Background: an optimization exercise with open tools, aiming at small area, a short achievable clock period and few clock cycles per item. Do not read the settings as production practice. Function was checked by simulation only, so behaviour that the tests miss may differ from the original. The flow treats the clock pin as an ideal source. Dropping or thinning the clock tree relies on that and would not hold on a real chip.

==> flow/design.v (excerpt) <==
module matrixMultiplier(input st, rst, clk, input [7:0] data_in, output done, output [7:0] dataout);
  reg run, wt, done_r;
  reg [5:0] t;             
  reg [1:0] ph;            
  wire start = wt & ~st;
  always @(posedge clk or posedge rst)
    if (rst) begin run <= 1'b0; wt <= 1'b0; done_r <= 1'b0; end
    else begin
      wt <= wt ? st : (~run & st);
      run <= start | (run & (t != 6'd45));
      done_r <= run & (t == 6'd17);
    end
  assign done = done_r;
  always @(posedge clk) begin
    t <= start ? 6'd0 : t + 6'd1;
    ph <= (start | ph == 2'd2) ? 2'd0 : ph + 2'd1;
  end
  reg [7:0] ra0,ra1,ra2,ra3,ra4,ra5,ra6,ra7,ra8;
  reg [7:0] rb0,rb1,rb2,rb3,rb4,rb5,rb6,rb7,rb8;
  wire lda = (t < 6'd9);
  wire ldb = (t >= 6'd9) & (t < 6'd18);
  always @(posedge clk) begin
    ra0 <= lda ? data_in : ra8;
    {ra8,ra7,ra6,ra5,ra4,ra3,ra2,ra1} <= {ra7,ra6,ra5,ra4,ra3,ra2,ra1,ra0};
    rb0 <= ldb ? data_in : rb8;
    {rb8,rb7,rb6,rb5,rb4,rb3,rb2,rb1} <= {rb7,rb6,rb5,rb4,rb3,rb2,rb1,rb0};
  end
  reg [7:0] a, b;
  always @(*) begin
    case (t)
      6'd0: begin a = ra3; b = rb2; end
      6'd1: begin a = ra6; b = rb8; end
      6'd2: begin a = ra6; b = rb6; end
      6'd3: begin a = ra6; b = rb4; end
      6'd4: begin a = ra0; b = rb1; end
      6'd5: begin a = ra0; b = rb8; end
      6'd6: begin a = ra0; b = rb6; end
      6'd7: begin a = ra0; b = rb6; end
      6'd8: begin a = ra0; b = rb4; end
      6'd9: begin a = ra0; b = rb2; end
  ...
clock: 10.0 ns
lec_check: 0
abc_clock_period_in_ps: 3000
cap_margin: 20
core_margin: 2
core_utilization: 40
setup_slack_margin: 5
slew_margin: 20
run.sh (not shown) runs the stock make flow with config.mk's settings and CLKGATE_MAP_FILE= SYNTH_SCRIPT=/design/flow/synth_recipe.tcl, a recipe that flattens the netlist after the stock synthesis.
The first run finished clean.
Testbench counts at the start, summed over its fixed seeds: cycles 7,680, items 160.
==> next run, changes <==
- ABC_CLOCK_PERIOD_IN_PS: 3000 -> not set
- SETUP_SLACK_MARGIN: 5 -> not set
What happened:
- clock-buffer cell count goes down by 2
- fmax decreases by 19%
- synthesized area stays the same
- setup slack degrades by 1.4 ns
- final area falls by 13%
- first-iteration DRC count rose by 40%
- clock skew stays flat
- routed wire length goes down by 11%

* * *

Another version of the RTL of matrixMultiplier (not shown whole).
Size in the first run: about 580 cells after synthesis, about 240 flip-flops, about 20 I/O pins, about 7900 sq um of cells after synthesis.
export LEC_CHECK = 0
export ABC_CLOCK_PERIOD_IN_PS = 3000
export CAP_MARGIN = 20
export CORE_MARGIN = 2
export CORE_UTILIZATION = 65
export SLEW_MARGIN = 20
export SYNTH_HIERARCHICAL = 1
export SYNTH_MINIMUM_KEEP_SIZE = 0
create_clock -name core_clock -period 10.0 [get_ports {clk}]
standard.sh (not shown) runs the stock make flow with config.mk's settings and CLKGATE_MAP_FILE= SYNTH_SCRIPT=/design/flow/synth_recipe.tcl, a recipe that flattens the netlist after the stock synthesis.
==> flow/flow/run.sh <==
#!/bin/bash
# Own layout flow: the standard ORFS flow (standard.sh, unchanged synthesis),
# with the port buffers made of sky130_fd_sc_hd__buf_2 instead of the default
# delay-cell buffers, a larger setup-repair margin, and a clock tree of our own:
# a hook after clock-tree synthesis (flow/cts_tree.tcl) rebuilds it as two
# levels of clkbuf_16 (N1 buffers driven by the clock port, N2 leaf buffers
# under each).  Every make step writes its own log under orfs/logs/; make's
# own output goes to standard.log.
set -euo pipefail
export BUFFER_PORTS_ARGS="-buffer_cell sky130_fd_sc_hd__buf_2"
export SETUP_SLACK_MARGIN=7.2
export CTS_ARGS="-sink_clustering_enable -repair_clock_nets -sink_clustering_size 30 -sink_clustering_max_diameter 100 -buf_list sky130_fd_sc_hd__clkbuf_16 -dont_use_dummy_load"
export CLK_TREE_N1=2
export CLK_TREE_N2=5
export POST_CTS_TCL="$PWD/flow/cts_tree.tcl"
bash standard.sh > standard.log 2>&1
==> flow/flow/cts_tree.tcl <==
# POST_CTS_TCL hook: replace the clock tree that TritonCTS built by a two-level
# tree of our own.  The clock port drives N1 buffers placed at the centres of
# N1 register clusters (k-means on the placed registers); each drives N2 leaf
# buffers at the centres of sub-clusters, which drive the registers.  Every
# register gets the clock through two buffers of the same kind.  Then, as
# cts.tcl does after clock_tree_synthesis, the placement is legalised and
# timing repaired.
proc kmeans {pts nb} {
  # pts: list of {x y payload}; returns list of cluster index per point and centres
  set np [llength $pts]
  set cx 0; set cy 0
  foreach p $pts { set cx [expr {$cx+[lindex $p 0]}]; set cy [expr {$cy+[lindex $p 1]}] }
  set cx [expr {double($cx)/$np}]; set cy [expr {double($cy)/$np}]
  set cent {}
  # init: spread points by angle, pick nb points evenly
  set sorted [lsort -real -index 3 [lmap p $pts {list {*}[lrange $p 0 2] [expr {atan2([lindex $p 1]-$cy,[lindex $p 0]-$cx)}]}]]
  for {set k 0} {$k < $nb} {incr k} {
    set p [lindex $sorted [expr {int(($k+0.5)*$np/$nb)}]]
    lappend cent [list [expr {($cx+[lindex $p 0])/2.0}] [expr {($cy+[lindex $p 1])/2.0}]]
  }
  for {set iter 0} {$iter < 40} {incr iter} {
    set sx [lrepeat $nb 0.0]; set sy [lrepeat $nb 0.0]; set sn [lrepeat $nb 0]
    set asg {}
    foreach p $pts {
      set best 0; set bd 1e30
      for {set k 0} {$k < $nb} {incr k} {
        set c [lindex $cent $k]
        set d [expr {abs([lindex $p 0]-[lindex $c 0])+abs([lindex $p 1]-[lindex $c 1])}]
        if {$d < $bd} { set bd $d; set best $k }
      }
      lappend asg $best
      lset sx $best [expr {[lindex $sx $best]+[lindex $p 0]}]
      lset sy $best [expr {[lindex $sy $best]+[lindex $p 1]}]
      lset sn $best [expr {[lindex $sn $best]+1}]
    }
    for {set k 0} {$k < $nb} {incr k} {
      if {[lindex $sn $k] > 0} { lset cent $k [list [expr {[lindex $sx $k]/[lindex $sn $k]}] [expr {[lindex $sy $k]/[lindex $sn $k]}]] }
    }
  }
  return [list $asg $cent]
}
proc mkbuf {block master name innet x y} {
  set inst [odb::dbInst_create $block $master $name]
  set net [odb::dbNet_create $block "${name}_net"]
  $net setSigType CLOCK
  [$inst findITerm A] connect $innet
  [$inst findITerm X] connect $net
  $inst setLocation [expr {int($x)}] [expr {int($y)}]
  $inst setPlacementStatus PLACED
  return $net
}
proc build_tree2 {n1 n2 bufmaster} {
  set block [ord::get_db_block]
  set master [[ord::get_db] findMaster $bufmaster]
  set clknet [[$block findBTerm clk] getNet]
  set sinks {}; set todo [list $clknet]; set dead {}
  while {[llength $todo]} {
    set n [lindex $todo 0]; set todo [lrange $todo 1 end]
    foreach it [$n getITerms] {
      set inst [$it getInst]; set mn [[$inst getMaster] getName]
      if {[$it isOutputSignal]} continue
      if {[string match "*clkbuf*" $mn] || [string match "*clkinv*" $mn]} {
        lappend todo [[$inst findITerm X] getNet]; lappend dead $inst
      } else { lappend sinks $it }
    }
  }
  foreach inst $dead {
    set on [[$inst findITerm X] getNet]
    foreach it [$on getITerms] { if {[$it getInst] != $inst} { $it disconnect } }
    odb::dbInst_destroy $inst
    if {$on != $clknet} { odb::dbNet_destroy $on }
  }
  set pts {}
  foreach it $sinks {
    set b [[$it getInst] getBBox]
    lappend pts [list [expr {([$b xMin]+[$b xMax])/2}] [expr {([$b yMin]+[$b yMax])/2}] $it]
  }
  lassign [kmeans $pts $n1] asg1 cent1
  set nleaf 0
  for {set a 0} {$a < $n1} {incr a} {
    set sub {}
    foreach p $pts k $asg1 { if {$k == $a} { lappend sub $p } }
    if {![llength $sub]} continue
    set c [lindex $cent1 $a]
    set l1net [mkbuf $block $master "clkbuf_l1_$a" $clknet [lindex $c 0] [lindex $c 1]]
    set m [expr {min($n2, [llength $sub])}]
    lassign [kmeans $sub $m] asg2 cent2
    for {set b 0} {$b < $m} {incr b} {
      set c2 [lindex $cent2 $b]
      set lnet [mkbuf $block $master "clkbuf_l2_${a}_$b" $l1net [lindex $c2 0] [lindex $c2 1]]
      incr nleaf
      foreach p $sub k $asg2 { if {$k == $b} { set it [lindex $p 2]; $it disconnect; $it connect $lnet } }
    }
  }
  puts "my clock tree: $n1 level-1 buffers, $nleaf leaf buffers, [llength $sinks] sinks, removed [llength $dead] buffers"
}
build_tree2 $::env(CLK_TREE_N1) $::env(CLK_TREE_N2) sky130_fd_sc_hd__clkbuf_16
detailed_placement
estimate_parasitics -placement
report_clock_skew
repair_timing_helper
detailed_placement
check_placement -verbose
The baseline passed the timing, design-rule and antenna checks.
Testbench counts at the start, summed over its fixed seeds: cycles 7,680, items 160.
==> next run, changes <==
--- a/flow/flow/run.sh
+++ b/flow/flow/run.sh
@@ -12,4 +12,4 @@
 export CTS_ARGS="-sink_clustering_enable -repair_clock_nets -sink_clustering_size 30 -sink_clustering_max_diameter 100 -buf_list sky130_fd_sc_hd__clkbuf_16 -dont_use_dummy_load"
-export CLK_TREE_N1=2
-export CLK_TREE_N2=5
+export CLK_TREE_N1=3
+export CLK_TREE_N2=4
 export POST_CTS_TCL="$PWD/flow/cts_tree.tcl"
After rerunning:
- The changed run went through all stages and came out clean
- cell area is about the same
- setup slack gets better by 0.024 ns
- core utilization rose by 0.19 points
- area after synthesis does not change
- wire length is lower by about 1%
==> next run, changes <==
--- a/flow/flow/run.sh
+++ b/flow/flow/run.sh
@@ -10,6 +10,6 @@
 export BUFFER_PORTS_ARGS="-buffer_cell sky130_fd_sc_hd__buf_2"
-export SETUP_SLACK_MARGIN=7.2
+export SETUP_SLACK_MARGIN=7.15
 export CTS_ARGS="-sink_clustering_enable -repair_clock_nets -sink_clustering_size 30 -sink_clustering_max_diameter 100 -buf_list sky130_fd_sc_hd__clkbuf_16 -dont_use_dummy_load"
 export CLK_TREE_N1=3
-export CLK_TREE_N2=4
+export CLK_TREE_N2=3
 export POST_CTS_TCL="$PWD/flow/cts_tree.tcl"
--- a/flow/config.mk
+++ b/flow/config.mk
@@ -10,3 +10,3 @@
 export CORE_MARGIN = 2
-export CORE_UTILIZATION = 65
+export CORE_UTILIZATION = 75
 export SLEW_MARGIN = 20
Setup slack got worse by 0.022 ns.
Final cell count goes down by about 1.9%.
Synthesized cell count stays the same.
Design area goes down by about 1.1%.
Worst hold slack got worse by 0.0063 ns.
Sequential share of layout area goes up by 0.66 points.
No run of this note takes its clock network from TritonCTS; it comes from the design's own scripts or RTL.

afterwards: timing with drivers on the ports:
How much do the figures lean on ideal ports? The routed layouts below were timed once more, with nothing changed but the port constraints.
Step 1 sets driving cells, clkbuf_16 on the clock port and buf_2 on the other inputs (assumed; they add their load-dependent delay and slew).
Step 2 times the ports against the registers' clock, not the clock port: input delays grow and output delays shrink by t, the midpoint of the rising clock arrivals with the driver on.
a / b / c = no drivers / after step 1 / after step 2; a / b = the first two.
run | shift t [ns] | slack for setup (ns) | worst register clock-pin slew, ns | worst data-port slew with drivers (ns) | cell pins on the clock port's net
the first run of note 1 | 0.473 | 3.747 / 3.747 / 3.747 | 0.07 / 0.07 | 0.03 | 1
the second run of note 1 | 0.472 | 2.313 / 2.313 / 2.313 | 0.08 / 0.08 | 0.03 | 1
the first run of note 2 | 0.378 | 7.191 / 7.137 / 7.279 | 0.11 / 0.11 | 0.04 | 2
the second run of note 2 | 0.365 | 7.216 / 7.146 / 7.216 | 0.08 / 0.08 | 0.03 | 3
the third run of note 2 | 0.367 | 7.194 / 7.123 / 7.204 | 0.11 / 0.11 | 0.03 | 3
After both steps every run listed still meets setup and hold.
